Source: an optimization exercise on an open RTL-to-GDS flow (aim: small area and a short achievable clock period). Production flows keep margins and buffers that such runs may drop.
In this exercise RTL edits were held to simulation tests only and were not proved equivalent to the original.
Power is estimated from default activity; no workload was simulated.

## design/flow/run.sh

```bash
#!/bin/bash
# synth_recipe.tcl (not shown) runs the flow's synth.tcl, then flattens the netlist and writes it again
# the make line also repeats each setting of config.mk as NAME=value (left out here)
make -C /OpenROAD-flow-scripts/flow DESIGN_CONFIG=/design/flow/config.mk WORK_HOME=/design/flow/orfs CLKGATE_MAP_FILE= SYNTH_SCRIPT=/design/flow/synth_recipe.tcl finish
```

## design/flow/config.mk

```make
export PLATFORM = sky130hd
export DESIGN_NAME = scheduler
export DESIGN_NICKNAME = scheduler
export VERILOG_FILES = /design/flow/design.v
export SDC_FILE = /design/flow/constraint.sdc
export NUM_CORES = 4
export LEC_CHECK = 0
export CAP_MARGIN = 20
export CORE_MARGIN = 2
export CORE_UTILIZATION = 40
export PLACE_DENSITY = 0.6
export SLEW_MARGIN = 20
```

## design/flow/constraint.sdc

```tcl
create_clock -name core_clock -period 11.0 [get_ports {clk}]
set_input_delay 2.2000 -clock core_clock [delete_from_list [all_inputs] [get_ports {clk}]]
set_output_delay 2.2000 -clock core_clock [all_outputs]
set_load 0.01 [all_outputs]
```

## design/flow/design.v

```verilog
package CORE_PKG;
parameter NUM_PREGS = 64;
parameter NUM_AREGS = 32;
parameter RS_ENTRIES = 16;
parameter NUM_FUS = 4;
typedef struct packed {
    logic [$clog2(NUM_PREGS)-1:0] dst_preg;
    logic [$clog2(NUM_PREGS)-1:0] src1_preg;
    logic [$clog2(NUM_PREGS)-1:0] src2_preg;
    logic [31:0] imm_val;
    logic instr_valid;
    logic [31:0] pc;
} disp_packet_t;
endpackage
module rotating_priority_arbiter #(
    parameter NUM_REQUESTS = 4
)(
    input logic     clk,
    input logic     rst,
    input logic     [(NUM_REQUESTS-1):0] req,
    output logic    [($clog2(NUM_REQUESTS)-1):0] gnt,
    output logic    gnt_valid
);
logic [(NUM_REQUESTS-1):0] mask;
logic [($clog2(NUM_REQUESTS)-1):0] curr_priority;
always_comb begin : MaskSelect
    mask = '1;
    mask = mask >> curr_priority;
end
logic [(NUM_REQUESTS-1):0] masked_req;
logic [(NUM_REQUESTS-1):0] curr_req;
logic flag;
always_comb begin
    flag = 1'b0;
    gnt = '0;
    gnt_valid = 1'b0;
    masked_req = req & mask;
    curr_req = masked_req == 0 ? req : masked_req;
    for(int i = NUM_REQUESTS-1; i >= 0; i--) begin
        if(curr_req[i] == 1'b1) begin
            flag = 1'b1;
            gnt = i;
            gnt_valid = 1'b1;
        end
    end 
end
always_ff @(posedge clk) begin
    if(rst) begin
        curr_priority <= '0;
    end else if(gnt_valid) begin
        curr_priority <= curr_priority + 1;
    end else begin
        curr_priority <= curr_priority;
    end
end
endmodule
import CORE_PKG::*;
module select
#()(
    input logic clk,
    input logic rst,
    input logic [RS_ENTRIES-1:0] reqs,                        
    output logic [$clog2(RS_ENTRIES)-1:0] grant,              
    output logic grant_valid                                 
);
rotating_priority_arbiter #(
    .NUM_REQUESTS(RS_ENTRIES)
) request_arbiter (
        .clk(clk),
        .rst(rst),
        .req(reqs),
        .gnt(grant),
        .gnt_valid(grant_valid)
);
endmodule
import CORE_PKG::*;
module wakeup
(
    input logic clk,
    input logic rst,
    input logic disp_valid,                                    
    input logic  [(RS_ENTRIES * NUM_FUS)-1:0] dependency_mask,  
    output logic [$clog2(RS_ENTRIES)-1:0] free_entry_out,      
    output logic full_out,                                     
    output logic [RS_ENTRIES-1:0] reqs,                        
    input logic [$clog2(RS_ENTRIES)-1:0] grant,                
    input logic grant_valid,                                   
    input logic [(RS_ENTRIES * NUM_FUS)-1:0] ready_mask,       
    input logic [$clog2(RS_ENTRIES)-1:0] retire_entry,         
    input logic retire_valid                                   
);
logic [RS_ENTRIES-1:0] entry_valid;
logic [RS_ENTRIES-1:0] entry_granted;
logic [$clog2(RS_ENTRIES)-1:0] free_entry;
logic full;
logic [(RS_ENTRIES*NUM_FUS)-1:0] dependency_matrix_row [RS_ENTRIES];  
always_ff @( posedge clk ) begin 
    if (rst) begin
        for(int i = 0; i < RS_ENTRIES; i++) begin
            entry_valid[i] <= 1'b0;
            entry_granted[i] <= 1'b0;
            for(int j =0; j < RS_ENTRIES * NUM_FUS; j++) begin
                dependency_matrix_row[i][j] <= 0;
            end
        end 
    end else begin
        for (int i = 0; i < RS_ENTRIES; i++) begin
            if (disp_valid && !full && i == free_entry) begin
                dependency_matrix_row[i] <= dependency_mask & ~ready_mask;
                entry_valid[i] <= 1'b1;
            end else begin
                dependency_matrix_row[i] <= dependency_matrix_row[i] & ~ready_mask;
            end
        end
        if(grant_valid) begin
            entry_granted[grant] <= 1'b1; 
        end
        if(retire_valid) begin
            entry_valid[retire_entry] <= 1'b0;
            entry_granted[retire_entry] <= 1'b0;
        end
    end     
end
always_comb begin
    for(int i = 0; i < RS_ENTRIES; i++) begin
        reqs[i] = (dependency_matrix_row[i] == '0) & entry_valid[i] & ~entry_granted[i];  
    end 
end
logic flag;  
always_comb begin
    free_entry = '0;
    full = 1'b1;
    flag = 1'b0;
    for (int i = 0; i < RS_ENTRIES; i++) begin
        if (!entry_valid[i] && !flag) begin
            free_entry = i;
            full = 1'b0;
            flag = 1'b1;
        end
    end
    free_entry_out = free_entry;
    full_out = full;
end
endmodule
import CORE_PKG::*;
module scheduler #(
    parameter PKT_W = 3*$clog2(NUM_PREGS) + 32 + 1 + 32    
)(
    input logic clk,
    input logic rst,
    output logic [RS_ENTRIES-1:0] local_ready_mask,
    input logic [(RS_ENTRIES * NUM_FUS)-1:0] global_ready_mask,
    input logic [PKT_W-1:0] disp_pkt,
    input logic disp_valid,
    input logic [(RS_ENTRIES * NUM_FUS)-1:0] dependency_mask,
    output logic [$clog2(RS_ENTRIES)-1:0] rs_entry_idx,
    output logic rs_full,
    input logic [($clog2(RS_ENTRIES))-1:0] retire_rs_entry,
    input logic retire_rs_valid,
    output logic [PKT_W-1:0] sched_pkt,
    output logic fire_valid,
    output logic [($clog2(RS_ENTRIES))-1:0] fire_entry
);
logic [(RS_ENTRIES)-1:0] reqs;
logic [($clog2(RS_ENTRIES))-1:0] grant;
logic grant_valid;
logic [$clog2(RS_ENTRIES)-1:0] free_entry;
logic full;
assign rs_entry_idx = free_entry;
assign rs_full = full;
wakeup wakeup (
    .clk(clk),
    .rst(rst),
    .disp_valid(disp_valid),                                 
    .dependency_mask(dependency_mask), 
    .free_entry_out(free_entry),
    .full_out(full),
    .reqs(reqs),
    .grant(grant),
    .grant_valid(grant_valid),
    .ready_mask(global_ready_mask),
    .retire_entry(retire_rs_entry),        
    .retire_valid(retire_rs_valid)        
);
always_comb begin : ClearDepedencies
    local_ready_mask = '0;
    if(retire_rs_valid) begin
        local_ready_mask[retire_rs_entry] = 1'b1;
    end
end
select select (
    .clk(clk),
    .rst(rst),
    .reqs(reqs),
    .grant(grant),
    .grant_valid(grant_valid) 
);
logic [PKT_W-1:0] payload_ram [RS_ENTRIES];
logic [PKT_W-1:0] payload_ram_out;
always_comb begin
    payload_ram_out = payload_ram[grant];
end
always_ff @(posedge clk) begin
    if(rst) begin
        for(int i = 0; i < RS_ENTRIES; i++) begin
            payload_ram[i] <= '0;
        end
    end else begin
        if(disp_valid && !full) begin
           payload_ram[free_entry] <= disp_pkt;
        end
    end
end
assign sched_pkt = payload_ram_out;
assign fire_valid = grant_valid; 
assign fire_entry = grant;
endmodule
```

==> metrics.md, run 1 <==
| Metric | Value |
|---|---|
| Outcome | `finished clean` |
| Longest Clk Path Bufs | `4` |
| Post-DR vias/cell | `6.04` |
| Routability cong. | `~0.97` |
| H-tree depth | `5` |
| Routed wire per std cell | `29.6 um` |
| Initial antenna violation count | `44` |
| Yosys Warn Count | `4` |
| Synth Cell Area | `0.105 mm^2` |
| Post-synthesis net count | `~11,000` |
| Clock-pin slew on the worst setup and hold paths | `0.06 ns` |
| Routed vias | `83,700` |
| Clock Sinks | `2,388` |
| Slowest CP cell | `nor4_1` |
| First-pass GRT wire length | `roughly 580 mm` |
| Most common cell on crit path | `nor4_1` |
| DRT iter0 DRCs | `11,700` |
| Antenna-violating nets left | `0` |
| CP arrival | `approximately 8.5 ns` |
| Design Power | `20,300 uW` |
| Required @ worst endpoint | `8.80 ns` |
| Worst rel slew slack | `11.2%` |
| P_leak | `0.0442 uW` |
| GRT Overall Usage | `29.8%` |
| Synthesis-to-finish area growth | `14.1%` |
| Input/output buffers | `327` |
| Startpoint types | `flip-flop` |
| CTS Buf Count | `282` |
| Ys flop type | `edfxtp_1` |
| Max Freq | `93.6 MHz` |
| Maximum number of pins on one net before global-route repair | `148` |
| Worst-case vdd ir drop | `0.164 mV` |
| # resized after CTS | `0` |
| Most common cell in the netlist | `nand2_1` |
| Post-detail-place hpwl | `240 mm` |
| Flops & latches, synth | `2,388` |
| IO Count | `328` |
| Final hold violations | `0` |
| Post-synthesis cell count | `10,300` |
| CP Max Fanout | `73` |
| Yosys cell types | `80` |
| Die W | `516 um` |
| Fin Hold WS | `0.451 ns` |
| DIE HEIGHT | `approximately 520 um` |
| Post-Route WL | `410 mm` |
| Leading area contributor after synthesis | `edfxtp_1` |
| Post-layout minimum cycle time | `10.68 ns` |
| Post-synthesis sequential area ratio | `roughly three fifths` |
| Final WS setup | `about 0.32 ns` |
| Crit Path Class | `flip-flop to output pin` |
| Number of remaining DRC errors | `0` |
| Root Buffer | `clkbuf_16` |
| CTS tree | `done` |
| Core region area | `0.260 mm^2` |
| Final setup fails | `0` |
| Number of global-route vias before repair | `between 70,000 and 80,000` |
| Max cap viols | `0` |
| Post-place setup slack | `1.63 ns` |
| Critical path capture point type | `output pin` |
| Slew Limit Fails | `0` |
| Hold buffer count at cts | `0` |
| Fin Setup TNS | `0 ns` |
| Slew at the pin closest to its max-slew limit | `1.32 ns` |
| Global route total overflow | `0` |
| Worst path cell trace | `nor4_1, nand4_1, nor4_1, nand3_1, o2111ai_1, nor3_1, buf_4, a31oi_1, a22oi_1, a311oi_2, o21a_4, nor3_4, buf_12, a221o_1, a21boi_1, o221ai_1, clkdlybuf4s50_1` |
| Post-synth EDFFs | `~1,300` |
| Min-Delay Path Class | `flip-flop to flip-flop` |
| Share of cells above drive strength 1 | `7.89%` |
| Final period utilization | `97.1%` |
| PD cells | `170 mW/mm^2` |
| Die ar. | `0.266 mm^2` |
| Async set-reset flop share out of synthesis | `0%` |
| Synth top area cells | `edfxtp_1, dfxtp_1, and2_1` |
| First-pass detailed-route iteration total | `8` |
| Hold Path Cell Cnt | `2` |
| Clock latency (worst-skew pair) | `0.96 ns` |
| RSZ-0062 raised after global routing | `false` |
| Synthesized area per cell | `10.2 um^2` |
| Max incr delay on CP | `between 1 and 1.5 ns` |
| Most frequent cells after synthesis | `nand2_1, and2_1, edfxtp_1, dfxtp_1, clkbuf_1` |
| Area fraction of the dominant cell type after synthesis | `between 30% and 40%` |
| Starting Density | `40.3%` |
| Clk_skew | `0.107 ns` |
| R2R depth | `18` |
| Nets | `10,400` |
| Setup Fix Bufs, Post-CTS | `0` |
| Core Rows | `187` |
[stage by stage]
step / cell area (um^2) / util [%] / cells
CTS: 119000 / 46.0 / 13800
finish: 120000 / 46.0 / 13900
floorplan: 105000 / - / 10300
detailed placement: 111000 / 42.6 / 13400
global placement: 111000 / 42.6 / 13400
global route: 120000 / 46.0 / 13900
[metal layers]
metal | wire [um] | track usage [%] | vias to the layer above
li1 | - | - | 36100
met1 | 158000 | 38.7 | 41400
met2 | 187000 | 47.3 | 5073
met3 | 42400 | 5.84 | 1139
met4 | 22900 | 15.3 | 32
met5 | 194 | 0 | -
[cell usage in the layout (no fill, tap or decap), drive strengths merged, types with 83 or more instances in the layout]
cell type and n:
nand2 1725, and2 1347, edfxtp 1328, dfxtp 1060, nor2 649, a21oi 541, a22oi 517, nor4 413
mux2i 381, clkbuf 368, clkdlybuf4s50 321, nand3 255, buf 205, and3 201, a31oi 139, nand4 105
clkinv 83
[power by group]
group	total, uW	switching (uW)	internal (uW)
clock network	9090	3730	5360
registers	9740	79.2	9660
logic	1490	1060	431
[layout make-up]
| class | count | area (um^2) |
|---|---|---|
| timing repair buffer | 527 | 5030 |
| antenna | 19 | 47.5 |
| inverter | 32 | 160 |
| fill | 23800 | 140000 |
| clock inverter | 110 | 1050 |
| multi-input combinational | 6923 | 40100 |
| sequential | 2388 | 61100 |
| clock buffer | 367 | 7750 |
| tap | 3496 | 4370 |
[path summary, 6_finish.rpt]
path	startpoint	to	slack (ns)
max	wakeup.dependency_matrix_row[13][13]	sched_pkt[72]	0.32
min	wakeup.dependency_matrix_row[7][27]	wakeup.dependency_matrix_row[7][27]	0.45
max reg2reg	wakeup.dependency_matrix_row[13][13]	wakeup.entry_granted[10]	3.87
min reg2reg	wakeup.dependency_matrix_row[7][27]	wakeup.dependency_matrix_row[7][27]	0.45
[critical path: cells and delay by family (launching register included)]
family / cells / cell delay [ns]
DFF: 1 / 0.32
and+or+nand+nor: 6 / 2.97
buffers and inverters: 3 / 1.17
AOI/OAI and AO/OA: 8 / 2.98
[cell families after synthesis]
| family | after synthesis | share of synthesized area, % |
|---|---|---|
| AOI/OAI and AO/OA | 1554 | 9.87 |
| xor gates and xnor gates | 5 | 0.0418 |
| adders and majority gates | 12 | 0.143 |
| buffers and inverters | 983 | 3.85 |
| DFF | 2388 | 58.3 |
| muxes | 452 | 4.40 |
| and+or+nand+nor | 4900 | 23.4 |
[flip-flops by register name, summed over array words and instances, names as in the netlist]
| register | count |
|---|---|
| payload_ram | 1328 |
| select.request_arbiter.curr_priority | 4 |
| wakeup.dependency_matrix_row | 1024 |
| wakeup.entry_granted | 16 |
| wakeup.entry_valid | 16 |
==> run 2, diff against run 1 <==
==> design/flow/design.v (replaced) <==
package CORE_PKG;
parameter NUM_PREGS = 64;
parameter NUM_AREGS = 32;
parameter RS_ENTRIES = 16;
parameter NUM_FUS = 4;
typedef struct packed {
    logic [$clog2(NUM_PREGS)-1:0] dst_preg;
    logic [$clog2(NUM_PREGS)-1:0] src1_preg;
    logic [$clog2(NUM_PREGS)-1:0] src2_preg;
    logic [31:0] imm_val;
    logic instr_valid;
    logic [31:0] pc;
} disp_packet_t;
endpackage
import CORE_PKG::*;
module scheduler #(
    parameter PKT_W = 3*$clog2(NUM_PREGS) + 32 + 1 + 32    
)(
    input logic clk,
    input logic rst,
    output logic [RS_ENTRIES-1:0] local_ready_mask,
    input logic [(RS_ENTRIES * NUM_FUS)-1:0] global_ready_mask,
    input logic [PKT_W-1:0] disp_pkt,
    input logic disp_valid,
    input logic [(RS_ENTRIES * NUM_FUS)-1:0] dependency_mask,
    output logic [$clog2(RS_ENTRIES)-1:0] rs_entry_idx,
    output logic rs_full,
    input logic [($clog2(RS_ENTRIES))-1:0] retire_rs_entry,
    input logic retire_rs_valid,
    output logic [PKT_W-1:0] sched_pkt,
    output logic fire_valid,
    output logic [($clog2(RS_ENTRIES))-1:0] fire_entry
);
localparam int N = RS_ENTRIES;
localparam int M = RS_ENTRIES * NUM_FUS;
localparam int IW = $clog2(RS_ENTRIES);
logic [N-1:0]     valid_q;
logic [N-1:0]     granted_q;
logic [M-1:0]     dep_q [N];
logic [PKT_W-1:0] payload_q [N];
logic [N-1:0]     free_oh_q;
logic [N-1:0]     gnt_oh_q;
logic             fire_valid_q;
logic [IW-1:0]    fire_entry_q;
logic             full_q;
logic [IW-1:0]    free_idx_q;
logic [N-1:0] retire_oh;
always_comb begin
    retire_oh = '0;
    if (retire_rs_valid) retire_oh[retire_rs_entry] = 1'b1;
end
assign local_ready_mask = retire_oh;
logic [M-1:0]  keep_col;      
logic [M-1:0]  new_col;       
logic [N-1:0]  disp_row;
logic [M-1:0]  dep_d [N];
logic [N-1:0]  valid_d, granted_d, req_d, gnt_oh_d, free_oh_d;
logic [IW-1:0] fire_entry_d, free_idx_d;
assign keep_col = ~(global_ready_mask | {M{rst}});
assign new_col  = dependency_mask & keep_col;
assign disp_row = {N{disp_valid}} & free_oh_q;
always_comb begin
    for (int i = 0; i < N; i++) begin
        dep_d[i]     = (dep_q[i] & keep_col) | (new_col & {M{disp_row[i]}});
        valid_d[i]   = ~rst & ~retire_oh[i] & (valid_q[i] | disp_row[i]);
        granted_d[i] = ~rst & ~retire_oh[i] & (granted_q[i] | gnt_oh_q[i]);
        req_d[i]     = valid_d[i] & ~granted_d[i] & ~(|dep_d[i]);
    end
end
always_comb begin
    logic seen_r, seen_f;
    seen_r = 1'b0;
    seen_f = 1'b0;
    fire_entry_d = '0;
    free_idx_d = '0;
    for (int i = 0; i < N; i++) begin
        gnt_oh_d[i]  = req_d[i] & ~seen_r;
        free_oh_d[i] = ~valid_d[i] & ~seen_f;
        if (gnt_oh_d[i])  fire_entry_d = i[IW-1:0];
        if (free_oh_d[i]) free_idx_d = i[IW-1:0];
        seen_r = seen_r | req_d[i];
        seen_f = seen_f | ~valid_d[i];
    end
end
always_ff @(posedge clk) begin
    valid_q      <= valid_d;
    granted_q    <= granted_d;
    gnt_oh_q     <= gnt_oh_d;
    fire_valid_q <= |req_d;
    fire_entry_q <= fire_entry_d;
    free_oh_q    <= free_oh_d;
    full_q       <= &valid_d;
    free_idx_q   <= free_idx_d;
    for (int i = 0; i < N; i++) dep_q[i] <= dep_d[i];
end
always_ff @(posedge clk) begin
    for (int i = 0; i < N; i++)
        if (free_oh_q[i]) payload_q[i] <= disp_pkt;
end
always_comb begin
    sched_pkt = '0;
    for (int i = 0; i < N; i++)
        sched_pkt = sched_pkt | (payload_q[i] & {PKT_W{gnt_oh_q[i]}});
end
assign fire_valid   = fire_valid_q;
assign fire_entry   = fire_entry_q;
assign rs_full      = full_q;
assign rs_entry_idx = free_idx_q;
endmodule
==> metrics.md, run 2 <==
| Metric | Value |
|---|---|
| IO Count | `328 (unchanged)` |
| Seq pwr share | `52.7% (+4.8 points)` |
| Antenna-violating nets left | `0 (unchanged)` |
| First-pass GRT wire length | `426 mm (-26%)` |
| Leading area contributor after synthesis | `edfxtp_1` |
| Longest Clk Path Bufs | `3 (-1)` |
| GRT Overall Usage | `26.2% (-3.6 points)` |
| Top reg by flops | `payload_q` |
| Routed vias | `63,100 (-25%)` |
| Final hold violations | `0 (unchanged)` |
| Nets | `7,031 (-32%)` |
| # resized after CTS | `0 (unchanged)` |
| Starting Density | `40.1% (-0.18 points)` |
| Startpoint types | `primary input` |
| Most common cell after layout, fill and taps aside | `edfxtp_1` |
| NetSw | `4060 uW (-17%)` |
| Most frequent cells after synthesis | `edfxtp_1, dfxtp_1, nor2_1, a31oi_1, clkbuf_1` |
| Post-detail-place hpwl | `167 mm (-30%)` |
| Yosys Warn Count | `4 (unchanged)` |
| Post-Route WL | `301 mm (-27%)` |
| Clock latency (worst-skew pair) | `0.91 ns (-0.05 ns)` |
| Portion of netlist area occupied by mux cells | `0% (-4.4 points)` |
| Worst rel slew slack | `17.3% (+6.1 points)` |
| Post-synth EDFFs | `1,328 (unchanged)` |
| Global route total overflow | `0 (unchanged)` |
| Clock-pin slew on the worst setup and hold paths | `0.06 ns (about the same)` |
| CP arrival | `5.16 ns (-3.32 ns)` |
| Worst Path Buf+Inv | `3 (unchanged)` |
| Final core occ | `46.0% (about the same)` |
| Synth Cell Area | `0.0870 mm^2 (-17%)` |
| Worst-case vdd ir drop | `0.181 mV (+11%)` |
| Number of global-route vias before repair | `59,000 (-26%)` |
| Yosys cell types | `56 (-30%)` |
| Area fraction of the dominant cell type after synthesis | `45.8% (+7.8 points)` |
| Post-Synth Adder-Cell Area | `0.0575% (-0.086 points)` |
| Slew at the pin closest to its max-slew limit | `1.23 ns (-0.0913 ns)` |
| Core Rows | `171 (-8.6%)` |
| Input/output buffers | `327 (unchanged)` |
| RSZ-0062 raised after global routing | `false` |
| Post-synthesis cell count | `6,798 (-34%)` |
| Hold buffer count at cts | `0 (unchanged)` |
| Clk_skew | `0.0704 ns (-0.0364 ns)` |
| Hold Path Cell Cnt | `2 (unchanged)` |
| Simple-Gate Fraction of Synth Area | `8.13% (-15 points)` |
| P_leak | `0.0319 uW (-28%)` |
| GR Util met2 | `40.5% (-6.8 points)` |
| Post-DR vias/cell | `6.39 (+5.8%)` |
| Max cap viols | `0 (unchanged)` |
| Synthesis-to-finish area growth | `14.6%` |
| Post-layout minimum cycle time | `7.36 ns (-3.32 ns)` |
| Largest family of logic cells by synthesized area | `compound AO/OA/AOI/OAI gates` |
| Required @ worst endpoint | `8.80 ns (about the same)` |
| R2R depth | `10 (-8)` |
| Core region area | `0.217 mm^2 (-17%)` |
| Routability cong. | `0.906 (-6.6%)` |
| DRT iter0 DRCs | `9,070 (-23%)` |
| Synth top area cells | `edfxtp_1, dfxtp_1, a31oi_1` |
| CTS tree | `done` |
| Clock Sinks | `2,426 (+1.6%)` |
| M3 GR Usage | `4.60% (-1.2 points)` |
| Post-synthesis net count | `7,021 (-33%)` |
| CP Max Fanout | `10 (-86%)` |
| Setup Fix Bufs, Post-CTS | `0 (unchanged)` |
| DIE HEIGHT | `470 um (-8.8%)` |
| PD cells | `184 mW/mm^2 (+8.1%)` |
| Critical path capture point type | `output pin` |
| Fin Setup TNS | `0 ns (unchanged)` |
| Async set-reset flop share out of synthesis | `0% (unchanged)` |
| Crit Path Class | `primary input to output pin` |
| Most common cell in the netlist | `edfxtp_1` |
| Routed wire per std cell | `30.5 um (+3.1%)` |
| H-tree depth | `4 (-1)` |
| Die W | `470 um (-8.8%)` |
| Maximum number of pins on one net before global-route repair | `210 (+42%)` |
| Comb power frac | `4.0% (-3.3 points)` |
| Max reg flops | `1,328 (unchanged)` |
| CTS Buf Count | `228 (-19%)` |
| Worst path cell trace | `clkdlybuf4s50_1, inv_1, ha_1, or4b_1, nor2_2, clkdlybuf4s50_1` |
| Max incr delay on CP | `0.74 ns (-0.36 ns)` |
| Internal Power | `14,300 uW (-7.8%)` |
| First-pass detailed-route iteration total | `8 (unchanged)` |
| Gr busiest metal | `met2` |
| Post-synthesis xor/xnor area fraction | `0% (-0.042 points)` |
| Post-synthesis sequential area ratio | `71.1% (+13 points)` |
| Die ar. | `0.221 mm^2 (-17%)` |
| Post-synthesis compound-gate area fraction | `16.9% (+7.1 points)` |
| Number of remaining DRC errors | `0 (unchanged)` |
| Ys flop type | `edfxtp_1` |
| Slew Limit Fails | `0 (unchanged)` |
| Root Buffer | `clkbuf_16` |
| Regs by FF count | `payload_q x1328, dep_q x1024` |
| Most frequent cells in the layout | `edfxtp_1, nor2_1, dfxtp_1, a31oi_1` |
| Final period utilization | `66.9% (-30 points)` |
| Synthesized area per cell | `12.8 um^2 (+26%)` |
| M1 GR Usage | `36.4% (-2.3 points)` |
| Switch share | `22.2% (-1.8 points)` |
| Final setup fails | `0 (unchanged)` |
| Most common cell on crit path | `clkdlybuf4s50_1` |
| Initial antenna violation count | `35 (-20%)` |
| Max Freq | `136 MHz (+45%)` |
| Flops & latches, synth | `2,426 (+1.6%)` |
| Worst path top cell family by delay | `buffers and inverters` |
| WP depth | `6 (-11)` |
| Clock group share of total power | `43.3% (-1.4 points)` |
| Outcome | `finished clean` |
| Share of cells above drive strength 1 | `8.28% (+0.40 points)` |
| Min-Delay Path Class | `flip-flop to flip-flop` |
| Slowest CP cell | `clkdlybuf4s50_1` |
==> run 2: cells by family (layout without fill, tap and decap cells) <==
family,count (synthesis),in the layout
buf+inv,717,921
simple gates,1565,1565
fa+ha+maj,4,4
flops,2426,2426
compound gates,2086,2086
other cells,0,13
==> run 2: cell type report <==
cell class | instances | area (um^2)
fill | 19000 | 117000
sequential | 2426 | 62000
clock buffer | 324 | 6400
tap | 2854 | 3570
clock inverter | 100 | 1150
multi-input combinational | 3655 | 21900
timing repair buffer | 476 | 4470
antenna | 13 | 32.5
inverter | 21 | 78.8
==> run 2: through the flow <==
step / hold slack, ns / worst slack (ns) / power (uW) / cells / instance area (um^2)
6_report: 0.450 / 3.64 / 18300 / 9869 / 99600
5_1_grt: 0.467 / 3.46 / 18700 / 9865 / 99600
4_1_cts: 0.451 / 3.66 / 18400 / 9856 / 99600
3_5_place_dp: 0.438 / 3.67 / 10600 / 9432 / 92100
3_3_place_gp: 0.430 / 3.67 / 10500 / 9430 / 92000
2_1_floorplan: 0.419 / 5.43 / 10200 / 6798 / 87000
==> run 2: final timing paths <==
check	startpoint	to	slack (ns)
worst max-delay path	retire_rs_entry[0]	local_ready_mask[0]	3.64
worst min-delay path	dep_q[1][42]	dep_q[1][42]	0.45
worst max register to register	free_oh_q[12]	fire_entry_q[0]	6.28
worst min register to register	dep_q[1][42]	dep_q[1][42]	0.45
==> run 2: power by group through the flow <==
stage / Combinational (uW) / Sequential, uW / Clock (uW)
CTS: 705 / 9650 / 8000
global route: 748 / 9650 / 8350
detailed placement: 703 / 9850 / 0
floorplan: 334 / 9850 / 0
global placement: 692 / 9850 / 0
finish: 724 / 9650 / 7940
==> run 2: per-layer routing <==
layer	wire, um	share of wire (%)
met2	136000	45
met3	28600	9.5
met5	99	0.033
met1	123000	41
met4	13000	4.3
==> run 2: worst min-delay path: stages, from the launching register on <==
cell and delay, ns:
dfxtp_1 0.30, a31oi_1 0.04, nor2_1 0.07
==> run 3, diff against run 2 <==
--- a/design/flow/design.v
+++ b/design/flow/design.v
@@ -12,6 +12,63 @@
     logic [31:0] pc;
 } disp_packet_t;
 endpackage
+import CORE_PKG::*;
+module onehot_dec (
+    input  logic        v,
+    input  logic [3:0]  idx,
+    output logic [15:0] y
+);
+logic [3:0] lo, hi;
+for (genvar k = 0; k < 4; k++) begin : g_pre
+    assign lo[k] = v & (idx[1:0] == k);
+    assign hi[k] = (idx[3:2] == k);
+end
+for (genvar i = 0; i < 16; i++) begin : g_out
+    assign y[i] = hi[i/4] & lo[i%4];
+end
+endmodule
+import CORE_PKG::*;
+module aoi222 (
+    input  logic [2:0] a,
+    input  logic [2:0] b,
+    output logic       y
+);
+assign y = ~|(a & b);
+endmodule
+module nand6 (
+    input  logic [5:0] a,
+    output logic       y
+);
+assign y = ~&a;
+endmodule
+module pkt_bit_mux #(
+    parameter int N = RS_ENTRIES
+)(
+    input  logic [N-1:0] sel,
+    input  logic [N-1:0] data,
+    output logic         y
+);
+logic [5:0] t;
+for (genvar k = 0; k < 5; k++) begin : g_aoi
+    aoi222 u_aoi (.a(sel[3*k +: 3]), .b(data[3*k +: 3]), .y(t[k]));
+end
+assign t[5] = ~(sel[15] & data[15]);
+nand6 u_or (.a(t), .y(y));
+endmodule
+import CORE_PKG::*;
+module dep_row #(
+    parameter int M = RS_ENTRIES * NUM_FUS
+)(
+    input  logic [M-1:0] d,
+    input  logic [M-1:0] keep,
+    input  logic [M-1:0] newc,
+    input  logic         wr,
+    output logic [M-1:0] nxt,
+    output logic         zero
+);
+assign nxt  = (d & keep) | (newc & {M{wr}});
+assign zero = ~(|nxt);
+endmodule
 import CORE_PKG::*;
 module scheduler #(
     parameter PKT_W = 3*$clog2(NUM_PREGS) + 32 + 1 + 32    
@@ -45,11 +102,8 @@
 logic             full_q;
 logic [IW-1:0]    free_idx_q;
 logic [N-1:0] retire_oh;
-always_comb begin
-    retire_oh = '0;
-    if (retire_rs_valid) retire_oh[retire_rs_entry] = 1'b1;
-end
-assign local_ready_mask = retire_oh;
+onehot_dec u_lrm_dec (.v(retire_rs_valid), .idx(retire_rs_entry), .y(local_ready_mask));
+onehot_dec u_ret_dec (.v(retire_rs_valid), .idx(retire_rs_entry), .y(retire_oh));
 logic [M-1:0]  keep_col;      
 logic [M-1:0]  new_col;       
 logic [N-1:0]  disp_row;
@@ -59,12 +113,18 @@
 assign keep_col = ~(global_ready_mask | {M{rst}});
 assign new_col  = dependency_mask & keep_col;
 assign disp_row = {N{disp_valid}} & free_oh_q;
+logic [N-1:0] dep_zero;
+for (genvar i = 0; i < N; i++) begin : g_row
+    dep_row #(.M(M)) u_row (
+        .d(dep_q[i]), .keep(keep_col), .newc(new_col), .wr(disp_row[i]),
+        .nxt(dep_d[i]), .zero(dep_zero[i])
+    );
+end
 always_comb begin
     for (int i = 0; i < N; i++) begin
-        dep_d[i]     = (dep_q[i] & keep_col) | (new_col & {M{disp_row[i]}});
         valid_d[i]   = ~rst & ~retire_oh[i] & (valid_q[i] | disp_row[i]);
         granted_d[i] = ~rst & ~retire_oh[i] & (granted_q[i] | gnt_oh_q[i]);
-        req_d[i]     = valid_d[i] & ~granted_d[i] & ~(|dep_d[i]);
+        req_d[i]     = valid_d[i] & ~granted_d[i] & dep_zero[i];
     end
 end
 always_comb begin
@@ -97,10 +157,12 @@
     for (int i = 0; i < N; i++)
         if (free_oh_q[i]) payload_q[i] <= disp_pkt;
 end
-always_comb begin
-    sched_pkt = '0;
-    for (int i = 0; i < N; i++)
-        sched_pkt = sched_pkt | (payload_q[i] & {PKT_W{gnt_oh_q[i]}});
+for (genvar b = 0; b < PKT_W; b++) begin : g_rd
+    logic [N-1:0] col;
+    for (genvar i = 0; i < N; i++) begin : g_col
+        assign col[i] = payload_q[i][b];
+    end
+    pkt_bit_mux #(.N(N)) u_mux (.sel(gnt_oh_q), .data(col), .y(sched_pkt[b]));
 end
 assign fire_valid   = fire_valid_q;
 assign fire_entry   = fire_entry_q;
--- a/design/flow/config.mk
+++ b/design/flow/config.mk
@@ -9,4 +9,7 @@
 export CORE_MARGIN = 2
 export CORE_UTILIZATION = 40
 export PLACE_DENSITY = 0.6
+export SETUP_SLACK_MARGIN = 5
 export SLEW_MARGIN = 20
+export SYNTH_HIERARCHICAL = 1
+export SYNTH_MINIMUM_KEEP_SIZE = 0
==> metrics.md, run 3 <==
| Metric | Value |
|---|---|
| Outcome | `finished clean` |
| Flops & latches, synth | `2,426 (unchanged)` |
| NetSw | `3850 uW (-5.1%)` |
| Routed vias | `52,300 (-17%)` |
| Yosys Warn Count | `12 (+8)` |
| Root Buffer | `clkbuf_16` |
| Final period utilization | `54.5% (-12 points)` |
| Number of remaining DRC errors | `0 (unchanged)` |
| First-pass GRT wire length | `360 mm (-15%)` |
| Max reg flops | `1,328 (unchanged)` |
| Comb power frac | `2.8% (-1.2 points)` |
| Post-synthesis sequential area ratio | `75.2% (+4.1 points)` |
| Leading area contributor after synthesis | `edfxtp_1` |
| Top reg by flops | `payload_q` |
| Global route total overflow | `0 (unchanged)` |
| Synth top area cells | `edfxtp_1, dfxtp_1, a22o_1` |
| Max cap viols | `0 (unchanged)` |
| Post-detail-place hpwl | `139 mm (-17%)` |
| Most frequent cells in the layout | `edfxtp_1, dfxtp_1, a22o_1, a222oi_1, clkdlybuf4s50_1` |
| Synth Cell Area | `0.0822 mm^2 (-5.5%)` |
| CTS Buf Count | `233 (+2.2%)` |
| Post-Route WL | `252 mm (-16%)` |
| DIE HEIGHT | `457 um (-2.7%)` |
| Post-DR vias/cell | `6.16 (-3.7%)` |
| Longest Clk Path Bufs | `3 (unchanged)` |
| Multi-input gate area | `0.0194 mm^2 (-11%)` |
| Nets | `5,820 (-17%)` |
| Final setup fails | `0 (unchanged)` |
| Fin Setup TNS | `0 ns (unchanged)` |
| Worst Setup EP | `fire_entry_q[0]` |
| Slew at the pin closest to its max-slew limit | `1.16 ns (-0.0660 ns)` |
| CP arrival | `6.76 ns (+1.60 ns)` |
| Core Rows | `166 (-2.9%)` |
| Routed wire per std cell | `29.6 um (-2.8%)` |
| Post-synthesis net count | `5,252 (-25%)` |
| Starting Density | `40.2% (+0.064 points)` |
| Max Freq | `167 MHz (+23%)` |
| Critical Path Source | `disp_valid` |
| Clock-pin slew on the worst setup and hold paths | `0.06 ns (about the same)` |
| Input/output buffers | `327 (unchanged)` |
| Async set-reset flop share out of synthesis | `0% (unchanged)` |
| Setup slack, reg-to-reg | `6.24 ns (-0.04 ns)` |
| PD cells | `188 mW/mm^2 (+2.4%)` |
| Required @ worst endpoint | `11.77 ns (+2.97 ns)` |
| Area fraction of the dominant cell type after synthesis | `48.5% (+2.6 points)` |
| Clock Sinks | `2,426 (unchanged)` |
| Hold buffer count at cts | `0 (unchanged)` |
| Slew Limit Fails | `0 (unchanged)` |
| CP Max Fanout | `33 (+23)` |
| Fillcell total | `17,300 (-9.2%)` |
| Number of global-route vias before repair | `51,100 (-13%)` |
| RR Startpoint | `free_oh_q[15]` |
| Die ar. | `0.209 mm^2 (-5.4%)` |
| Initial antenna violation count | `22 (-37%)` |
| Final core occ | `47.4% (+1.5 points)` |
| Clock latency (worst-skew pair) | `0.88 ns (-0.03 ns)` |
| Post-synth EDFFs | `1,328 (unchanged)` |
| Final hold violations | `0 (unchanged)` |
| Clk_skew | `0.0776 ns (+0.00723 ns)` |
| Most common cell after layout, fill and taps aside | `edfxtp_1` |
| Post-synthesis cell count | `5,033 (-26%)` |
| Sequential cell area | `0.0620 mm^2 (unchanged)` |
| Clock group share of total power | `44.3% (+1.0 points)` |
| Min-delay src | `granted_q[0]` |
| CTS tree | `done` |
| Antenna-violating nets left | `0 (unchanged)` |
| Ys flop type | `edfxtp_1` |
| First-pass detailed-route iteration total | `9 (+1)` |
| Worst-case vdd ir drop | `0.174 mV (-4.2%)` |
| Synthesis-to-finish area growth | `18.0%` |
| Startpoint types | `primary input` |
| P_leak | `0.0335 uW (+4.8%)` |
| IO Count | `328 (unchanged)` |
| Min-Delay Path Class | `flip-flop to flip-flop` |
| Worst rel slew slack | `22.5% (+5.2 points)` |
| Yosys cell types | `62 (+11%)` |
| Regs by FF count | `payload_q x1328, dep_q x1024` |
| GRT Overall Usage | `23.2% (-3.0 points)` |
| Critical path capture point type | `flip-flop` |
| Seq pwr share | `52.9% (+0.2 points)` |
| Share of cells above drive strength 1 | `10.5% (+2.2 points)` |
| Switch share | `21.1% (-1.1 points)` |
| Post-layout minimum cycle time | `6.00 ns (-1.37 ns)` |
| Maximum number of pins on one net before global-route repair | `65 (-69%)` |
| Internal Power | `14,400 uW (+1.1%)` |
| Most common cell in the netlist | `edfxtp_1` |
| Most frequent cells after synthesis | `edfxtp_1, dfxtp_1, a22o_1, a222oi_1, nor4_1` |
| Crit Path Class | `primary input to flip-flop` |
| DRT iter0 DRCs | `7,043 (-22%)` |
| H-tree depth | `4 (unchanged)` |
| RSZ-0062 raised after global routing | `true` |
| R2R Path End | `fire_entry_q[0]` |
| Core region area | `0.205 mm^2 (-5.6%)` |
| Die W | `457 um (-2.7%)` |
| Synthesized area per cell | `16.3 um^2 (+28%)` |
| Routability cong. | `0.822 (-9.2%)` |
| R2R depth | `9 (-1)` |
run 3: changes by cell type in the layout (fill, tap and decap cells not counted), moves of 82 or more:
cell,change
nand2_1,+178
a31oi_1,-1020
nand4_1,-94
a222oi_1,+415
a22o_1,+692
a221oi_1,-332
and4_1,+82
o22ai_1,-327
nor2_1,-960
run 3: through the flow:
step                      area (um^2)  hold slack, ns  power (uW)  setup slack, ns  instances
after floorplan                 82200           0.429       10000             5.02       5033
after global placement          88900           0.438       10400             3.61       8052
after detailed placement        88900           0.446       10400             3.61       8052
after CTS                       96900           0.461       18400             5.01       8488
after global routing            97000           0.479       18800             4.96       8492
final                           97000           0.463       18300             5.00       8493
run 3: modules after synthesis (local to each module, per instance), a selection:
| module | times used | flops+latches | cell area, um^2 |
|---|---|---|---|
| onehot_dec | 2 | 0 | 118 |
| nand6 | 83 | 0 | 13.8 |
| scheduler | 1 | 2426 | 64000 |
| aoi222 | 415 | 0 | 10.0 |
run 3: how the worst min path moves through the flow:
stage	end	slack (ns)	cells past startpoint
finish	granted_q[0]	0.46	1
global route	granted_q[4]	0.48	1
CTS	granted_q[0]	0.46	1
detailed placement	granted_q[0]	0.45	1
global placement	granted_q[0]	0.44	1
floorplan	granted_q[0]	0.43	1
run 3: final cells by class:
cell class                      count  area share, %
Sequential cell                  2426           63.9
Multi-Input combinational cell   2468           20.0
Clock buffer                      321           6.66
Timing Repair Buffer              462           4.53
Tap cell                         2688           3.47
Clock inverter                    113           1.39
Inverter                           10         0.0387
Antenna cell                        5         0.0129
run 3: power by group through the flow:
stage | registers [uW] | logic [uW] | clock network [uW]
floorplan | 9860 | 172 | 0
global route | 9660 | 544 | 8560
global placement | 9850 | 504 | 0
finish | 9660 | 518 | 8090
CTS | 9660 | 514 | 8210
detailed placement | 9860 | 508 | 0
run 3: cells by family (layout without fill, tap and decap cells):
family | after synthesis | in the layout | share of synthesized area (%)
DFF | 2426 | 2426 | 75.2
other | 0 | 5 | 0
buffers and inverters | 139 | 906 | 1.34
AOI/OAI and AO/OA | 1485 | 1485 | 16.4
and+or+nand+nor | 983 | 983 | 7.07
run 3: what timing repair did:
| item | in CTS | in global routing |
|---|---|---|
| pin swaps | 0 | 1 |
| gates resized for setup | 37 | 26 |
| buffers inserted | 2 | 0 |
| setup endpoints to repair | 84 | 22 |
| gates cloned | 0 | 0 |
run 3: worst max-delay path, cell delays in order:
cell             delay (ns)
clkdlybuf4s50_1        0.40
buf_4                  0.24
and2_2                 0.54
buf_4                  0.46
a22o_1                 0.30
nor4_1                 0.72
nand4_1                0.49
nor4b_2                0.68
nand3_2                0.20
o31a_1                 0.30
o221ai_2               0.14
run 3: per-layer routing:
layer | up-vias | GRT usage, % | share of wire [%]
met2 | 2546 | 37.6 | 47
met4 | 30 | 9.22 | 3.9
met3 | 433 | 4.20 | 8.5
met5 | - | 0 | 0.070
met1 | 26700 | 31.0 | 40
li1 | 22600 | - | -
==> run 4, diff against run 3 <==
--- a/design/flow/design.v
+++ b/design/flow/design.v
@@ -98,7 +98,6 @@
 logic [N-1:0]     free_oh_q;
 logic [N-1:0]     gnt_oh_q;
 logic             fire_valid_q;
-logic [IW-1:0]    fire_entry_q;
 logic             full_q;
 logic [IW-1:0]    free_idx_q;
 logic [N-1:0] retire_oh;
@@ -109,14 +108,14 @@
 logic [N-1:0]  disp_row;
 logic [M-1:0]  dep_d [N];
 logic [N-1:0]  valid_d, granted_d, req_d, gnt_oh_d, free_oh_d;
-logic [IW-1:0] fire_entry_d, free_idx_d;
+logic [IW-1:0] free_idx_d;
 assign keep_col = ~(global_ready_mask | {M{rst}});
-assign new_col  = dependency_mask & keep_col;
+assign new_col  = dependency_mask & keep_col & {M{disp_valid}};
 assign disp_row = {N{disp_valid}} & free_oh_q;
 logic [N-1:0] dep_zero;
 for (genvar i = 0; i < N; i++) begin : g_row
     dep_row #(.M(M)) u_row (
-        .d(dep_q[i]), .keep(keep_col), .newc(new_col), .wr(disp_row[i]),
+        .d(dep_q[i]), .keep(keep_col), .newc(new_col), .wr(free_oh_q[i]),
         .nxt(dep_d[i]), .zero(dep_zero[i])
     );
 end
@@ -131,12 +130,10 @@
     logic seen_r, seen_f;
     seen_r = 1'b0;
     seen_f = 1'b0;
-    fire_entry_d = '0;
     free_idx_d = '0;
     for (int i = 0; i < N; i++) begin
         gnt_oh_d[i]  = req_d[i] & ~seen_r;
         free_oh_d[i] = ~valid_d[i] & ~seen_f;
-        if (gnt_oh_d[i])  fire_entry_d = i[IW-1:0];
         if (free_oh_d[i]) free_idx_d = i[IW-1:0];
         seen_r = seen_r | req_d[i];
         seen_f = seen_f | ~valid_d[i];
@@ -147,7 +144,6 @@
     granted_q    <= granted_d;
     gnt_oh_q     <= gnt_oh_d;
     fire_valid_q <= |req_d;
-    fire_entry_q <= fire_entry_d;
     free_oh_q    <= free_oh_d;
     full_q       <= &valid_d;
     free_idx_q   <= free_idx_d;
@@ -165,7 +161,11 @@
     pkt_bit_mux #(.N(N)) u_mux (.sel(gnt_oh_q), .data(col), .y(sched_pkt[b]));
 end
 assign fire_valid   = fire_valid_q;
-assign fire_entry   = fire_entry_q;
+always_comb begin
+    fire_entry = '0;
+    for (int i = 0; i < N; i++)
+        if (gnt_oh_q[i]) fire_entry = fire_entry | IW'(i);
+end
 assign rs_full      = full_q;
 assign rs_entry_idx = free_idx_q;
 endmodule
==> design/flow/flow/run.sh (new file) <==
#!/bin/bash
# Standard layout, with two changes to how it is made:
#  - port buffers are plain buf_2 cells (buffer_ports otherwise picks a slow
#    delay buffer, since nothing is critical at the design's period);
#  - timing repair aims for a setup margin well above zero, so the resizer
#    works on the paths that set the achieved period.
# Each step's full output is in orfs/logs/; make's own output is in
# flow_make.log here.
set -euo pipefail
export BUFFER_PORTS_ARGS="-buffer_cell sky130_fd_sc_hd__buf_2"
export SETUP_SLACK_MARGIN=6.0
bash standard.sh > flow_make.log 2>&1
==> design/flow/standard.sh (new file) <==
#!/bin/bash
# synth_recipe.tcl (not shown) runs the flow's synth.tcl, then flattens the netlist and writes it again
# the make line also repeats each setting of config.mk as NAME=value (left out here)
make -C /OpenROAD-flow-scripts/flow DESIGN_CONFIG=/design/flow/config.mk WORK_HOME=/design/flow/orfs CLKGATE_MAP_FILE= SYNTH_SCRIPT=/design/flow/synth_recipe.tcl "${@:-finish}"
--- a/design/flow/config.mk
+++ b/design/flow/config.mk
@@ -7,9 +7,11 @@
 export LEC_CHECK = 0
 export CAP_MARGIN = 20
 export CORE_MARGIN = 2
-export CORE_UTILIZATION = 40
-export PLACE_DENSITY = 0.6
-export SETUP_SLACK_MARGIN = 5
+export CORE_UTILIZATION = 55
+export CTS_BUF_LIST = sky130_fd_sc_hd__clkbuf_16
+export CTS_CLUSTER_DIAMETER = 50
+export CTS_CLUSTER_SIZE = 18
+export PLACE_DENSITY = 0.65
 export SLEW_MARGIN = 20
 export SYNTH_HIERARCHICAL = 1
 export SYNTH_MINIMUM_KEEP_SIZE = 0
removed: design/flow/run.sh
==> metrics.md, run 4 <==
| Metric | Value |
|---|---|
| Outcome | `finished clean` |
| PD cells | `180 mW/mm^2 (-4.5%)` |
| Final hold violations | `0 (unchanged)` |
| Post-Route WL | `242 mm (-4.0%)` |
| First-pass detailed-route iteration total | `9 (unchanged)` |
| Crit Path Class | `primary input to output pin` |
| Required @ worst endpoint | `8.80 ns (-2.97 ns)` |
| Post-synthesis net count | `5,232 (-0.38%)` |
| CTS Buf Count | `180 (-23%)` |
| Post-synth EDFFs | `1,328 (unchanged)` |
| Final period utilization | `49.7% (-4.9 points)` |
| Slew at the pin closest to its max-slew limit | `1.15 ns (-0.0172 ns)` |
| Most frequent cells in the layout | `edfxtp_1, dfxtp_1, a22o_1, a222oi_1, buf_2` |
| Synthesis-to-finish area growth | `13.8%` |
| Die W | `390 um (-15%)` |
| Post-synthesis sequential area ratio | `75.4% (+0.21 points)` |
| Worst-case vdd ir drop | `0.173 mV (-0.29%)` |
| Async set-reset flop share out of synthesis | `0% (unchanged)` |
| Most common cell in the netlist | `edfxtp_1` |
| Clock latency (worst-skew pair) | `0.83 ns (-0.05 ns)` |
| Antenna-violating nets left | `0 (unchanged)` |
| Longest Clk Path Bufs | `3 (unchanged)` |
| Seq pwr share | `57.4% (+4.5 points)` |
| Maximum number of pins on one net before global-route repair | `120 (+85%)` |
| RSZ-0062 raised after global routing | `true` |
| First-pass GRT wire length | `346 mm (-4.0%)` |
| Switch share | `21.5% (+0.42 points)` |
| Clock-pin slew on the worst setup and hold paths | `0.07 ns (about the same)` |
| Area fraction of the dominant cell type after synthesis | `48.7% (+0.20 points)` |
| Min-Delay Path Class | `flip-flop to flip-flop` |
| Routability cong. | `0.879 (+6.9%)` |
| Critical path capture point type | `output pin` |
| Worst rel slew slack | `23.6% (+1.1 points)` |
| Leading area contributor after synthesis | `edfxtp_1` |
| Most common cell after layout, fill and taps aside | `edfxtp_1` |
| Max reg flops | `1,328 (unchanged)` |
| Core Rows | `141 (-15%)` |
| Post-DR vias/cell | `6.93 (+13%)` |
| Fin Setup TNS | `0 ns (unchanged)` |
| Top reg by flops | `payload_q` |
| Max Freq | `183 MHz (+9.8%)` |
| Clk_skew | `0.0302 ns (-0.0474 ns)` |
| Starting Density | `55.4% (+15 points)` |
| Share of cells above drive strength 1 | `16.8% (+6.3 points)` |
| Comb power frac | `2.7% (about the same)` |
| Final setup fails | `0 (unchanged)` |
| CTS tree | `done` |
| CP Max Fanout | `2 (-94%)` |
| Synth top area cells | `edfxtp_1, dfxtp_1, a22o_1` |
| Input/output buffers | `327 (unchanged)` |
| Die ar. | `0.152 mm^2 (-27%)` |
| Ys flop type | `edfxtp_1` |
| Post-route cell area | `0.0932 mm^2 (-3.9%)` |
| Most frequent cells after synthesis | `edfxtp_1, dfxtp_1, a22o_1, a222oi_1, nor4_1` |
| Startpoint types | `primary input` |
| Regs by FF count | `payload_q x1328, dep_q x1024` |
| DRT iter0 DRCs | `6,766 (-3.9%)` |
| IO Count | `328 (unchanged)` |
| Post-layout minimum cycle time | `5.46 ns (-0.534 ns)` |
| Routed vias | `52,200 (-0.15%)` |
| Routed wire per std cell | `32.0 um (+8.2%)` |
| Slew Limit Fails | `0 (unchanged)` |
| H-tree depth | `4 (unchanged)` |
| Global route total overflow | `0 (unchanged)` |
| Number of global-route vias before repair | `50,200 (-1.9%)` |
| Initial antenna violation count | `30 (+36%)` |
| Clock Sinks | `2,422 (-0.16%)` |
| Post-synthesis cell count | `5,013 (-0.40%)` |
| Yosys Warn Count | `12 (unchanged)` |
| Yosys cell types | `53 (-15%)` |
| Nets | `5,686 (-2.3%)` |
| Placed inst area | `0.0860 mm^2 (-3.3%)` |
| Clock group share of total power | `39.8% (-4.5 points)` |
| Number of remaining DRC errors | `0 (unchanged)` |
| NetSw | `3610 uW (-6.4%)` |
| DIE HEIGHT | `390 um (-15%)` |
| Fin Hold WS | `0.486 ns (+0.0234 ns)` |
| Internal Power | `13,200 uW (-8.8%)` |
| Synth Cell Area | `0.0819 mm^2 (-0.40%)` |
| CP arrival | `3.26 ns (-3.50 ns)` |
| P_leak | `0.0328 uW (-1.8%)` |
| Core region area | `0.148 mm^2 (-28%)` |
| Max cap viols | `0 (unchanged)` |
| GRT Overall Usage | `31.0% (+7.8 points)` |
| Flops & latches, synth | `2,422 (-0.16%)` |
| Root Buffer | `clkbuf_16` |
| Post-detail-place hpwl | `126 mm (-9.5%)` |
| Synthesized area per cell | `16.3 um^2 (about the same)` |
-- run 4: changes by cell type after synthesis, moves of 4 or more --
cell,change
a21o_1,+4
and2_1,-79
and3_1,+62
buf_1,-4
clkbuf_1,+15
dfxtp_1,-4
nand2b_1,-4
nand3_1,+9
nand4_1,+5
nand4b_1,-8
o21ai_0,-6
-- run 4: layer usage --
layer,part of all wire (%),wire (um),global-route usage [%],vias up
met2,46,110000,48.2,2900
met3,11,25700,6.59,461
met4,3.8,9240,11.8,28
li1,-,-,-,22300
met5,0.076,183,0,-
met1,40,96000,43.2,26500
-- run 4: timing repair --
action / in CTS / in global routing
pin swaps: 5 / 8
setup buffers: 17 / 5
endpoints found under the setup margin: 120 / 30
gates cloned: 4 / 1
hold buffers: 0 / 0
resized for setup: 114 / 27
-- run 4: critical path, stage by stage --
cell and delay, ns:
buf_12 0.10, or3b_4 0.43, nor3_4 0.31, buf_2 0.21
-- run 4: final timing paths --
path | from | end | slack [ns] | depth (start not counted)
max reg2reg | free_oh_q[4] | fire_valid_q | 7.01 | 11
min | dep_q[3][25] | dep_q[3][25] | 0.49 | 1
min reg2reg | dep_q[3][25] | dep_q[3][25] | 0.49 | 1
max | retire_rs_entry[1] | local_ready_mask[0] | 5.54 | 4
-- run 4: metrics by stage --
| step | power, uW | cells | utilization, % | setup slack (ns) |
|---|---|---|---|---|
| 2_1_floorplan | 10000 | 5013 | - | 6.00 |
| 3_3_place_gp | 10300 | 7188 | 58.2 | 3.96 |
| 3_5_place_dp | 10300 | 7188 | 58.2 | 3.93 |
| 4_1_cts | 16800 | 7522 | 62.9 | 5.50 |
| 5_1_grt | 17200 | 7531 | 63.0 | 5.54 |
| 6_report | 16800 | 7536 | 63.1 | 5.54 |
-- run 4: area by class of cell --
class	instances	area, um^2
Sequential cell	2422	61900
Fill cell	10700	54600
Multi-Input combinational cell	2446	20000
Clock buffer	188	4700
Timing Repair Buffer	410	3010
Tap cell	1930	2410
Clock inverter	125	1180
Inverter	7	26.3
Antenna cell	8	20.0
-- run 4: cell families after synthesis --
| group | count (synthesis) | share of synthesized area [%] |
|---|---|---|
| and+or+nand+nor | 975 | 6.92 |
| buffers and inverters | 145 | 1.36 |
| AOI/OAI and AO/OA | 1471 | 16.3 |
| DFF | 2422 | 75.4 |
-- run 4: Yosys stat by module, one instance, submodules excluded, a selection --
module,times used,area [um^2],flip-flops and latches,cells inside
nand6,83,13.8,0,2
aoi222,415,10.0,0,1
scheduler,1,63600,2422,2767
onehot_dec,2,118,0,23
-- run 4: power groups by stage --
| stage | clock network (uW) | logic [uW] | registers (uW) |
|---|---|---|---|
| 2_1_floorplan | 0 | 180 | 9840 |
| 3_3_place_gp | 0 | 427 | 9830 |
| 3_5_place_dp | 0 | 433 | 9830 |
| 4_1_cts | 6740 | 452 | 9620 |
| 5_1_grt | 7080 | 485 | 9630 |
| 6_report | 6680 | 461 | 9620 |
==> run 5, diff against run 4 <==
==> design/flow/config.mk (replaced) <==
export PLATFORM = sky130hd
export DESIGN_NAME = scheduler
export DESIGN_NICKNAME = scheduler
export VERILOG_FILES = /design/flow/design.v
export SDC_FILE = /design/flow/constraint.sdc
export NUM_CORES = 4
export LEC_CHECK = 0
export CAP_MARGIN = 20
export CORE_MARGIN = 2
export CORE_UTILIZATION = 65
export PLACE_DENSITY = 0.72
export SLEW_MARGIN = 20
export SYNTH_HIERARCHICAL = 1
export SYNTH_MINIMUM_KEEP_SIZE = 0
==> metrics.md, run 5 <==
| Metric | Value |
|---|---|
| Outcome | `finished clean` |
| Yosys cell types | `53 (unchanged)` |
| Initial antenna violation count | `28 (-6.7%)` |
| Switch share | `20.7% (-0.80 points)` |
| Number of remaining DRC errors | `0 (unchanged)` |
| CP arrival | `2.99 ns (-0.27 ns)` |
| Root Buffer | `clkbuf_16` |
| Largest family of logic cells by synthesized area | `compound AO/OA/AOI/OAI gates` |
| Antenna-violating nets left | `0 (unchanged)` |
| Die ar. | `0.129 mm^2 (-15%)` |
| Core Rows | `130 (-7.8%)` |
| Seq pwr share | `54.2% (-3.2 points)` |
| Share of cells above drive strength 1 | `17.8% (+1.0 points)` |
| Maximum number of pins on one net before global-route repair | `108 (-10%)` |
| Flops & latches, synth | `2,422 (unchanged)` |
| Post-synthesis net count | `5,232 (unchanged)` |
| Post-synthesis xor/xnor area fraction | `0% (unchanged)` |
| Slew at the pin closest to its max-slew limit | `1.13 ns (-0.0166 ns)` |
| Top reg by flops | `payload_q` |
| Synth Cell Area | `0.0819 mm^2 (unchanged)` |
| Yosys Warn Count | `12 (unchanged)` |
| P_leak | `0.0337 uW (+2.5%)` |
| Placed insts | `6,919 (-3.7%)` |
| Post-synthesis cell count | `5,013 (unchanged)` |
| Clock Sinks | `2,422 (unchanged)` |
| Post-route cell area | `0.0945 mm^2 (+1.4%)` |
| Final setup fails | `0 (unchanged)` |
| Leading area contributor after synthesis | `edfxtp_1` |
| Required @ worst endpoint | `8.80 ns (about the same)` |
| Internal Power | `14,100 uW (+7.2%)` |
| Post-synth EDFFs | `1,328 (unchanged)` |
| Clock group share of total power | `43.3% (+3.5 points)` |
| H-tree depth | `4 (unchanged)` |
| DRT iter0 DRCs | `9,069 (+34%)` |
| Routability cong. | `0.882 (+0.30%)` |
| Synth top area cells | `edfxtp_1, dfxtp_1, a22o_1` |
| Ys flop type | `edfxtp_1` |
| DIE HEIGHT | `359 um (-7.9%)` |
| PD cells | `188 mW/mm^2 (+4.7%)` |
| Regs by FF count | `payload_q x1328, dep_q x1024` |
| Post-synthesis compound-gate area fraction | `16.3% (unchanged)` |
| Routed wire per std cell | `32.8 um (+2.3%)` |
| Starting Density | `65.3% (+9.9 points)` |
| Fillcell total | `7,589 (-29%)` |
| Post-detail-place hpwl | `125 mm (-0.93%)` |
| Final hold violations | `0 (unchanged)` |
| Fin Setup TNS | `0 ns (unchanged)` |
| Final period utilization | `47.2% (-2.4 points)` |
| Global route total overflow | `0 (unchanged)` |
| Most frequent cells in the layout | `edfxtp_1, dfxtp_1, a22o_1, a222oi_1, buf_2` |
| Most common cell after layout, fill and taps aside | `edfxtp_1` |
| Critical path capture point type | `output pin` |
| IO Count | `328 (unchanged)` |
| Clock-pin slew on the worst setup and hold paths | `0.06 ns (about the same)` |
| Core region area | `0.125 mm^2 (-15%)` |
| Synthesized area per cell | `16.3 um^2 (unchanged)` |
| Post-DR vias/cell | `7.26 (+4.8%)` |
| Clk_skew | `0.0321 ns (+0.00196 ns)` |
| Async set-reset flop share out of synthesis | `0% (unchanged)` |
| NetSw | `3680 uW (+2.2%)` |
| Post-Route WL | `242 mm (+0.39%)` |
| Hold buffer count at cts | `0 (unchanged)` |
| Nets | `5,755 (+1.2%)` |
| Post-synthesis sequential area ratio | `75.4% (unchanged)` |
| Synthesis-to-finish area growth | `15.4%` |
| Max cap viols | `0 (unchanged)` |
| Clock latency (worst-skew pair) | `0.85 ns (+0.02 ns)` |
| Number of global-route vias before repair | `51,900 (+3.4%)` |
| Crit Path Class | `primary input to output pin` |
| CP Max Fanout | `4 (+2)` |
| Post-Synth Adder-Cell Area | `0% (unchanged)` |
| Longest Clk Path Bufs | `3 (unchanged)` |
| Area fraction of the dominant cell type after synthesis | `48.7% (unchanged)` |
| Worst-case vdd ir drop | `0.183 mV (+5.7%)` |
| Portion of netlist area occupied by mux cells | `0% (unchanged)` |
| GRT Overall Usage | `36.4% (+5.4 points)` |
| First-pass GRT wire length | `346 mm (+0.20%)` |
| Most frequent cells after synthesis | `edfxtp_1, dfxtp_1, a22o_1, a222oi_1, nor4_1` |
| Max reg flops | `1,328 (unchanged)` |
| Startpoint types | `primary input` |
| RSZ-0062 raised after global routing | `true` |
| Most common cell in the netlist | `edfxtp_1` |
| Min-Delay Path Class | `flip-flop to flip-flop` |
| Placed inst area | `0.0857 mm^2 (-0.40%)` |
| CTS Buf Count | `222 (+23%)` |
| Worst rel slew slack | `24.7% (+1.1 points)` |
| Fin cells | `7,393 (-1.9%)` |
| First-pass detailed-route iteration total | `8 (-1)` |
| Final core occ | `75.3% (+12 points)` |
| Die W | `359 um (-7.9%)` |
| CTS tree | `done` |
| Routed vias | `53,700 (+2.8%)` |
| Simple-Gate Fraction of Synth Area | `6.92% (unchanged)` |
| Post-layout minimum cycle time | `5.19 ns (-0.267 ns)` |
| Max Freq | `192 MHz (+5.1%)` |
| Input/output buffers | `327 (unchanged)` |
| Comb power frac | `2.6% (about the same)` |
| Slew Limit Fails | `0 (unchanged)` |
==> run 5: cells by family (layout without fill, tap and decap cells) <==
family                 after synthesis  in the layout
flip-flops                        2422           2422
AO/OA/AOI/OAI                     1471           1471
AND/OR/NAND/NOR                    975            975
buffers and inverters              145            861
other                                0             14
==> run 5: layer usage <==
| metal | part of all wire [%] | global-route usage, % | vias up |
|---|---|---|---|
| met4 | 4.8 | 18.0 | 22 |
| met5 | 0.062 | 0 | - |
| met2 | 45 | 55.2 | 3815 |
| met1 | 37 | 49.9 | 26700 |
| met3 | 13 | 8.71 | 617 |
| li1 | - | - | 22500 |
==> run 5: critical path, stage by stage <==
cell and delay (ns):
buf_12 0.10, or3b_4 0.41, nor3_2 0.12, buf_2 0.15
==> run 5: worst paths after layout <==
path	from	endpoint	slack [ns]	cells after the start
setup / recovery	retire_rs_entry[0]	local_ready_mask[0]	5.81	4
hold / removal	dep_q[1][15]	dep_q[1][15]	0.48	1
setup reg to reg	free_oh_q[7]	fire_valid_q	7.00	11
hold reg to reg	dep_q[1][15]	dep_q[1][15]	0.48	1
==> run 5: final cells by class <==
class	instances	area, um^2	area share, %
antenna	14	35.0	0.0371
clock buffer	305	6280	6.64
clock inverter	112	1030	1.09
inverter	7	26.3	0.0278
multi-input combinational	2446	19900	21.0
sequential	2422	61900	65.5
tap	1650	2060	2.18
timing repair buffer	437	3270	3.47
==> run 5: Yosys stat by module (local to each module, per instance), a selection <==
module | area, um^2 | times used | flops+latches | cells
onehot_dec | 118 | 2 | 0 | 23
scheduler | 63600 | 1 | 2422 | 2767
aoi222 | 10.0 | 415 | 0 | 1
nand6 | 13.8 | 83 | 0 | 2
==> run 5: power by group through the flow <==
| stage | clock [uW] | combinational, uW | sequential (uW) |
|---|---|---|---|
| final | 7700 | 461 | 9640 |
| after floorplan | 0 | 180 | 9840 |
| after global routing | 8070 | 479 | 9640 |
| after CTS | 7700 | 442 | 9630 |
| after global placement | 0 | 414 | 9830 |
| after detailed placement | 0 | 423 | 9830 |
==> run 5: through the flow <==
step / setup slack, ns / total power (uW) / hold WS (ns)
6_report: 5.81 / 17800 / 0.483
5_1_grt: 5.78 / 18200 / 0.493
2_1_floorplan: 6.00 / 10000 / 0.456
4_1_cts: 5.84 / 17800 / 0.486
3_3_place_gp: 4.15 / 10200 / 0.465
3_5_place_dp: 4.05 / 10300 / 0.469
==> run 5: what timing repair did <==
| action | in CTS | in global routing |
|---|---|---|
| resized for setup | 104 | 31 |
| pin swaps | 4 | 10 |
| buffers inserted | 19 | 16 |
| endpoints found under the setup margin | 120 | 44 |
| gates cloned | 4 | 4 |

-- port drivers added, routing unchanged --
The flow's constraints put no driver on any port. The routed layouts listed below were extracted and timed again, unchanged, in two steps.
Step 1 sets driving cells, clkbuf_16 on the clock port and buf_2 on the other inputs (assumed; they add their load-dependent delay and slew).
Step 2 moves the port delays by t, midway between the first and last clock arrival at a register: inputs arrive t later, outputs are due t later. That takes back most of the time a late clock gives input paths.
Three values: no drivers, after step 1, after step 2; two values: the first two.
run	t, ns	slack for setup (ns)	worst hold slack (ns)
run 1	1.002	0.315 / 0.223 / 1.225	0.451 / 0.451 / 0.451
run 2	0.972	3.637 / 3.519 / 3.519	0.450 / 0.450 / 0.450
run 3	0.942	5.004 / 5.028 / 4.135	0.463 / 0.463 / 0.463
run 4	0.907	5.538 / 5.480 / 4.927	0.486 / 0.486 / 0.486
run 5	0.918	5.805 / 5.753 / 4.917	0.483 / 0.483 / 0.483
After both steps every run listed still meets setup and hold. The setup slack of run 5, which loses most, moves by -0.052 ns with the drivers and by -0.888 ns with both steps.
